What follows belongs to an exercise in optimizing a design on an open flow for small area, a short achievable clock period and few clock cycles; a production flow would make more cautious choices. Function not checked in this run: the RTL went through the layout flow alone. No activity file was given, so power comes from the tool's default toggle rates.

==> design.v <==
`timescale 1ns/100ps
`default_nettype none
module M1 (
   input  logic         Clock,
   input  logic         Resetn,
   input  logic         start,
   output logic         done,
   input  logic  [15:0] SRAM_read_data,
   output logic  [17:0] SRAM_address,
   output logic  [15:0] SRAM_write_data,
   output logic         SRAM_we_n
);
localparam [17:0] BASE_U   = 18'd13824;
localparam [17:0] BASE_V   = 18'd20736;
localparam [17:0] BASE_RGB = 18'd220672;
localparam [1:0] S_IDLE = 2'd0, S_FILL = 2'd1, S_RUN = 2'd2;
logic [1:0]  state;
logic [2:0]  ph;         
logic [6:0]  mc;         
logic [4:0]  fo;         
logic [13:0] YP;         
logic [12:0] CP;         
logic [17:0] WP;         
logic [7:0]  win [0:19];
logic [15:0] UB;
logic [7:0]  VB;
logic [15:0] Yr;
logic [7:0]  Up, Vp, B0h;
logic [8:0]  s0, s1, s2, s3, s4;
logic signed [22:0] F;
logic [7:0]  Fc;
assign s0 = {1'b0, win[0]} + {1'b0, win[18]};
assign s1 = {1'b0, win[2]} + {1'b0, win[16]};
assign s2 = {1'b0, win[4]} + {1'b0, win[14]};
assign s3 = {1'b0, win[6]} + {1'b0, win[12]};
assign s4 = {1'b0, win[8]} + {1'b0, win[10]};
assign F = 23'sd36 * $signed({14'd0, s0}) - 23'sd98 * $signed({14'd0, s1})
         - 23'sd233 * $signed({14'd0, s2}) + 23'sd528 * $signed({14'd0, s3})
         + 23'sd1815 * $signed({14'd0, s4}) + 23'sd2048;
assign Fc = F[22] ? 8'h00 : (|F[21:20]) ? 8'hFF : F[19:12];
logic        odd_sel;
logic [7:0]  Yi, Ui, Vi;
logic signed [26:0] R, G, B;
logic [7:0]  Rc, Gc, Bc;
assign Yi = odd_sel ? Yr[7:0] : Yr[15:8];
assign Ui = odd_sel ? Up : win[7];
assign Vi = odd_sel ? Vp : win[8];
assign R = 27'sd38142 * $signed({19'd0, Yi}) + 27'sd52298 * $signed({19'd0, Vi})
         + (27'sd16384 - 27'sd610272 - 27'sd6694144);
assign G = 27'sd38142 * $signed({19'd0, Yi}) - 27'sd12845 * $signed({19'd0, Ui})
         - 27'sd26640 * $signed({19'd0, Vi})
         + (27'sd16384 - 27'sd610272 + 27'sd1644160 + 27'sd3409920);
assign B = 27'sd38142 * $signed({19'd0, Yi}) + 27'sd66093 * $signed({19'd0, Ui})
         + (27'sd16384 - 27'sd610272 - 27'sd8459904);
assign Rc = R[26] ? 8'h00 : (|R[25:23]) ? 8'hFF : R[22:15];
assign Gc = G[26] ? 8'h00 : (|G[25:23]) ? 8'hFF : G[22:15];
assign Bc = B[26] ? 8'h00 : (|B[25:23]) ? 8'hFF : B[22:15];
logic run, fill;
logic m_neg;           
logic m_odd;           
logic [6:0] m;         
logic last_row;
assign run   = (state == S_RUN);
assign fill  = (state == S_FILL);
assign m_neg = (mc == 7'd0);
assign m     = mc - 7'd1;
assign m_odd = ~mc[0];
assign last_row = CP[12] & CP[11] & CP[9] & CP[8];    
localparam [2:0] SH_NONE = 3'd0, SH_BUS = 3'd1, SH_UBH = 3'd2, SH_UBL = 3'd3,
                 SH_VB = 3'd4, SH_CLAMP = 3'd5;
logic [2:0] sh;
logic ub_ld, vb_ld, y_ld, up_ld, vp_ld;
always_comb begin
   sh = SH_NONE;
   ub_ld = 1'b0; vb_ld = 1'b0; y_ld = 1'b0; up_ld = 1'b0; vp_ld = 1'b0;
   odd_sel = 1'b1;
   if (run) begin
      case (ph)
         3'd1: odd_sel = 1'b0;
         3'd2: begin
            if (mc == 7'd96) begin               
               sh = SH_BUS; ub_ld = 1'b1;
            end else if (!m_odd && m <= 7'd88 && !m_neg) begin
               sh = SH_BUS; vb_ld = 1'b1;
            end else if (m_odd && (m_neg || m <= 7'd89)) begin
               sh = SH_VB;
            end else
               sh = SH_CLAMP;
            if (m_odd && (m_neg || m <= 7'd87)) ub_ld = 1'b1;
         end
         3'd3: begin
            y_ld = 1'b1; up_ld = 1'b1;
            if (mc == 7'd96) begin               
               sh = SH_BUS; vb_ld = 1'b1;
            end else if (m_odd && (m_neg || m <= 7'd87))
               sh = SH_UBH;
            else if (!m_odd && m <= 7'd88)
               sh = SH_UBL;
            else
               sh = SH_CLAMP;
         end
         3'd4: begin
            vp_ld = 1'b1;
            if (mc == 7'd96) sh = SH_CLAMP;      
         end
         default: ;
      endcase
   end else if (fill) begin
      case (fo)
         5'd2:  begin sh = SH_BUS; ub_ld = 1'b1; end    
         5'd3:  begin sh = SH_BUS; vb_ld = 1'b1; end    
         5'd12: sh = SH_UBL;                            
         5'd13: sh = SH_VB;                             
         5'd14: begin sh = SH_BUS; ub_ld = 1'b1; end    
         5'd15: begin sh = SH_BUS; vb_ld = 1'b1; end    
         5'd16: sh = SH_UBL;                            
         5'd17: sh = SH_VB;                             
         5'd18: begin sh = SH_BUS; ub_ld = 1'b1; end    
         5'd19: begin sh = SH_BUS; vb_ld = 1'b1; end    
         5'd20: sh = SH_UBL;                            
         default: if (fo >= 5'd4) sh = SH_CLAMP;
      endcase
   end
end
logic [7:0] sh_in;
always_comb begin
   case (sh)
      SH_BUS:  sh_in = SRAM_read_data[15:8];
      SH_UBH:  sh_in = UB[15:8];
      SH_UBL:  sh_in = UB[7:0];
      SH_VB:   sh_in = VB;
      default: sh_in = win[18];
   endcase
end
always_ff @(posedge Clock) begin
   if (sh != SH_NONE) begin
      for (int i = 0; i < 19; i++) win[i] <= win[i+1];
      win[19] <= sh_in;
   end
   if (ub_ld) UB <= SRAM_read_data;
   if (vb_ld) VB <= SRAM_read_data[7:0];
   if (y_ld)  Yr <= SRAM_read_data;
   if (up_ld) Up <= Fc;
   if (vp_ld) Vp <= Fc;
   if (run && ph == 3'd1) B0h <= Bc;
   if (run) begin
      case (ph)
         3'd1: SRAM_write_data <= {Rc, Gc};
         3'd2: SRAM_write_data <= {B0h, Rc};
         3'd3: SRAM_write_data <= {Gc, Bc};
         default: ;
      endcase
   end
end
always_ff @(posedge Clock or negedge Resetn) begin
   if (~Resetn) begin
      state <= S_IDLE;
      done <= 1'b0;
      SRAM_we_n <= 1'b1;
      SRAM_address <= 18'd0;
      ph <= 3'd0;
      mc <= 7'd0;
      fo <= 5'd0;
      YP <= 14'd0;
      CP <= 13'd0;
      WP <= BASE_RGB;
   end else begin
      SRAM_we_n <= 1'b1;
      case (state)
         S_IDLE: begin
            if (start) begin
               done <= 1'b0;
               state <= S_FILL;
               fo <= 5'd0;
               YP <= 14'd0;
               CP <= 13'd0;
               WP <= BASE_RGB;
               SRAM_address <= BASE_U;               
            end
         end
         S_FILL: begin
            fo <= fo + 5'd1;
            case (fo)
               5'd0:  begin SRAM_address <= BASE_V + CP; CP <= CP + 13'd1; end
               5'd11: SRAM_address <= BASE_U + CP;
               5'd12: begin SRAM_address <= BASE_V + CP; CP <= CP + 13'd1; end
               5'd15: SRAM_address <= BASE_U + CP;
               5'd16: begin SRAM_address <= BASE_V + CP; CP <= CP + 13'd1; end
               5'd20: SRAM_address <= BASE_U + CP;   
               default: ;
            endcase
            if (fo == 5'd20) begin
               state <= S_RUN;
               ph <= 3'd0;
               mc <= 7'd0;
            end
         end
         default: begin  
            ph <= (ph == 3'd4) ? 3'd0 : ph + 3'd1;
            case (ph)
               3'd0: begin
                  if (mc != 7'd96) begin
                     SRAM_address <= {4'd0, YP};
                     YP <= YP + 14'd1;
                  end else if (!last_row) begin
                     SRAM_address <= BASE_V + CP;
                     CP <= CP + 13'd1;
                  end
               end
               3'd1, 3'd2, 3'd3: begin
                  if (!m_neg) begin
                     SRAM_address <= WP;
                     SRAM_we_n <= 1'b0;
                     WP <= WP + 18'd1;
                  end
               end
               default: begin  
                  if (mc == 7'd96) begin
                     if (last_row) begin
                        state <= S_IDLE;
                        done <= 1'b1;
                     end else begin
                        state <= S_FILL;
                        fo <= 5'd5;
                     end
                  end else begin
                     mc <= mc + 7'd1;
                     if (mc == 7'd95) begin
                        if (!last_row) SRAM_address <= BASE_U + CP;    
                     end else if (mc[0] && mc <= 7'd87) begin
                        SRAM_address <= BASE_U + CP;                   
                     end else if (!mc[0] && mc <= 7'd88) begin
                        SRAM_address <= BASE_V + CP;                   
                        CP <= CP + 13'd1;
                     end
                  end
               end
            endcase
         end
      endcase
   end
end
endmodule
==> run.sh <==
#!/bin/bash
# synth_recipe.tcl (not shown) runs the flow's synth.tcl, then flattens the netlist and writes it again
# the make line also repeats each setting of config.mk as NAME=value (left out here)
make -C /OpenROAD-flow-scripts/flow DESIGN_CONFIG=/design/flow/config.mk WORK_HOME=/design/flow/orfs CLKGATE_MAP_FILE= SYNTH_SCRIPT=/design/flow/synth_recipe.tcl finish
==> config.mk <==
export PLATFORM = sky130hd
export DESIGN_NAME = M1
export DESIGN_NICKNAME = M1
export VERILOG_FILES = /design/flow/design.v
export SDC_FILE = /design/flow/constraint.sdc
export NUM_CORES = 4
export LEC_CHECK = 0
export CAP_MARGIN = 20
export CORE_MARGIN = 2
export CORE_UTILIZATION = 40
export SLEW_MARGIN = 20
==> constraint.sdc <==
create_clock -name core_clock -period 14.0 [get_ports {Clock}]
set_input_delay 2.8000 -clock core_clock [delete_from_list [all_inputs] [get_ports {Clock}]]
set_output_delay 2.8000 -clock core_clock [all_outputs]
set_load 0.01 [all_outputs]
==> impl_metrics.tcl <==
set metrics [dict create \
    pre_cts_ws_ps 3400 \
    regToRegEndpoint "SRAM_write_data[4]" \
    yosysWarnings 2 \
    synth_top_cell_by_area "ha_1" \
    ant_nets 0 \
    max-clock-path-buffers 3 \
    rsz0062_at_grt "no" \
    cp_data_required_time_ps 14300 \
    peakVddDrop_uv 94.6 \
    yosysTopAreaCellShare_pct 24.1 \
    hp-start "win[3][0]" \
    synth_top_family_by_area "adder cells" \
    dr.max_layer_used "met4" \
    yosys.area_share.simple_pct 9.03 \
    p_int_uw 1620 \
    synthToLayoutAreaGrowth_pct 9.30 \
    overflow 0 \
    dr_total_vias 22100 \
    clkPwrFrac_pct 49.3 \
    grt_pass1_vias 21700 \
    dp_cells 4212 \
    synthesis.nets 3966 \
    drt-met1-wl_um 34400 \
    hold_depth 0 \
    cts.htree.levels 2 \
    cts.sinks 322 \
    cp_slowest_stage_delay_ps 630 \
    slew_violations 0 \
    die_area_sq_um 83200 \
    grt.total_usage_pct 17.5 \
    antenna_found_initial 0 \
    synth_xor_area_share_pct 6.17 \
    ys_types 98 \
    pin_count 55 \
    clk_latency_ps 550 \
    r2r_start "state[0]" \
    outcome "timing/DRC/antenna clean" \
    ys.flop_type "edfxtp_1" \
    n_antenna_cell 0 \
    p_sw_uw 412 \
    rr_worst_depth 34 \
    cpMostUsedCell "ha_1" \
    stdcell_count 4277 \
    finalSetupViolations 0 \
    synth_compound_area_share_pct 13.2 \
    drc 0 \
    synth_cells 3137 \
    dr.pass1.iters 5 \
    start_util_pct 40.3 \
    cts_tree "done" \
    synth-edff-count 240 \
    cts-hold-fix-buffers 0 \
    syn_avg_cell_area_sq_um 10.3 \
    max_slew_margin_pct 33.0 \
    grt_max_degree 95 \
    power_density_nw_per_um2 57.5 \
    drt-initial-drc-count 1356 \
    synthAdderAreaFrac_pct 35.7 \
    crit_type "reg2reg" \
    wl_met3_um 2260 \
    cts_buffers 35 \
    fillers 7568 \
    cts.root.buffer_cell "clkbuf_16" \
    post_cts_buffers 0 \
    layout-drive-gt1-share_pct 4.51 \
    finalCriticalPeriod_ps 10600 \
    min_to "win[2][0]" \
    port_buffers 54 \
    switching_share_pct 20.3 \
    period_share_pct 75.7 \
    die_y_um 288 \
    worstMarginPinSlew_ps 1000 \
    rrSetupSlack_ps 3400 \
    fp-row-count 104 \
    fin_ws_ps 3400 \
    setup_tns_ps 0 \
    dpl.hpwl_um 59200 \
    p_leak_uw 0.0165 \
    crit_path_end_kind "flip-flop" \
    synth.area.mux_share_pct 1.39 \
    fmax_mhz 94.3 \
    arrival_ps 10900 \
    grt_pass1_wl_um 117000 \
    cap_violations 0 \
    clock_skew_ps 20.6 \
    ys_seq_elements 322 \
    ys_seq_area_share_pct 28.7 \
    via_per_inst 5.18 \
    ys_top_cells_by_area "ha_1 24%, edfxtp_1 22%, fa_1 12%, dfrtp_1 5.7%, inv_1 5.1%" \
    path_max_fanout 29 \
    die_w_um 288 \
    whs_ps 414 \
    hold_viol_final 0 \
    async_flop_share_pct 25.5 \
    cp_slowest_cell "dfrtp_1" \
    worstSetupStartpoint "state[0]" \
    netlist_area_sq_um 32400 \
    seqPwrFrac_pct 50.0 \
    final_nets 4019 \
    start_kind "flip-flop" \
    cts_resized 0 \
    hold_class "reg2reg" \
    clk_pin_slew_ps 60 \
    met2_length_um 33800 \
    wl_per_cell_um 16.8 \
    p_comb_share_pct 0.7 \
    gp_congestion 0.902 \
    core-area_sq_um 80300 \
    drt_wl_total_um 71900 \
]
==> flip-flops by register name, summed over array words and instances, names as in the netlist <==
register         count
state                2
ph                   3
VB                   8
B0h                  8
mc                   7
Yr                  16
done                 1
SRAM_address        18
YP                  14
fo                   5
Vp                   8
CP                  13
win                160
UB                  16
SRAM_we_n            1
SRAM_write_data     16
WP                  18
Up                   8
==> placed cells by master (no fill, tap or decap), types with 31 or more instances in the layout <==
master,count
ha_1,622
inv_1,443
edfxtp_1,240
fa_1,188
nor2_1,166
a21oi_1,163
nand2_1,157
o21ai_0,137
xnor2_1,135
xor2_1,93
dfrtp_1,74
a21o_1,65
clkdlybuf4s50_1,53
nand3_1,44
nor3_1,40
o21bai_1,38
nor2b_1,36
o21a_1,35
clkbuf_16,35
and3_1,31
==> worst max-delay path: cells and delay by family (launching register included) <==
family | cells | cell delay [ps]
AO/OA/AOI/OAI | 9 | 1960
buffers and inverters | 5 | 700
AND/OR/NAND/NOR | 6 | 1840
XOR/XNOR | 3 | 1080
flip-flops | 1 | 630
adder cells (fa/ha/maj) | 9 | 3230
multiplexers | 2 | 890
==> per-layer routing <==
metal / GRT usage, % / vias up
met2: 29.3 / 341
met1: 24.7 / 10600
met5: 0 / -
met3: 1.44 / 62
li1: - / 11100
met4: 3.98 / 0
==> per-stage QoR <==
| stage | instance area, sq um | power, uW | util, % |
|---|---|---|---|
| finish | 35400 | 2030 | 44.0 |
| global placement | 34100 | 1050 | 42.5 |
| detailed placement | 34100 | 1050 | 42.5 |
| global route | 35400 | 2090 | 44.0 |
| CTS | 35300 | 2060 | 44.0 |
| floorplan | 32400 | 1040 | - |
==> kinds of logic after synthesis <==
group / count (synthesis)
compound gates: 635
xor+xnor: 228
simple gates: 603
fa+ha+maj: 810
mux: 43
buf+inv: 496
flops: 322
==> synth_stat cells (7+ instances only) <==
cell       instances
a211o_1            8
a211oi_1          16
a21boi_0          10
a21o_1            65
a21oi_1          163
a221o_1            9
a222oi_1           8
a2bb2oi_1          8
a31oi_1           17
and2_1            17
and3_1            31
buf_1              9
buf_2             10
clkbuf_1          30
dfrtp_1           74
dfstp_2            8
edfxtp_1         240
fa_1             188
ha_1             622
inv_1            443
mux2_2            12
mux2i_1           30
nand2_1          158
nand2b_1          24
nand3_1           44
nand4_1           20
nor2_1           167
nor2b_1           36
nor3_1            40
o2111ai_1          7
o211ai_1          17
o21a_1            35
o21ai_0          137
o21ai_1            9
o21bai_1          38
o221a_2            9
o221ai_1           7
or2_2             11
or3_1             24
xnor2_1          135
xor2_1            93
==> layout make-up <==
type / instances / area, sq um / area share (%)
Tap cell: 1060 / 1330 / 3.75
Clock inverter: 25 / 360 / 1.02
Timing Repair Buffer: 69 / 653 / 1.85
Multi-Input combinational cell: 2319 / 21200 / 59.9
Inverter: 443 / 1660 / 4.70
Sequential cell: 322 / 9270 / 26.2
Clock buffer: 39 / 891 / 2.52
==> worst max-delay path by stage <==
stage / endpoint / slack, ps / depth (start not counted)
final: SRAM_write_data[4] / 3400 / 34
after floorplan: SRAM_write_data[4] / 4430 / 38
after detailed placement: SRAM_write_data[4] / 3400 / 34
after CTS: SRAM_write_data[4] / 3350 / 34
after global routing: SRAM_write_data[4] / 2660 / 37
after global placement: SRAM_write_data[7] / 3640 / 34
==> power groups by stage <==
stage | clock network [uW] | logic, uW | registers, uW
6_report | 1000 | 13.9 | 1020
5_1_grt | 1060 | 15.5 | 1020
4_1_cts | 1030 | 14.7 | 1020
3_5_place_dp | 0 | 14.7 | 1040
3_3_place_gp | 0 | 14.6 | 1040
2_1_floorplan | 0 | 1.04 | 1040

[port drivers added, routing unchanged]
How much do the figures lean on ideal ports? The routed layout below was timed once more, with nothing changed but the port constraints. Step 1 assumes that a clkbuf_16 drives the clock port and a buf_2 every other input. Step 2 moves the port delays by t, midway between the first and last clock arrival at a register: inputs arrive t later, outputs are due t later. That takes back most of the time a late clock gives input paths. Three values: ideal ports, drivers, drivers and shift; two values: the first two.
t, ns: 0.603
setup WS [ns]: 3.398 / 3.398 / 3.398
clock arrival spread, ns: 0.023 / 0.022
worst register clock-pin slew, ns: 0.06 / 0.06
worst slew at a driven data input, ns: 0.04
After both steps setup and hold are still met in this run. For this run, drivers alone change the setup slack by 0.000 ns; drivers and shift together by 0.000 ns.
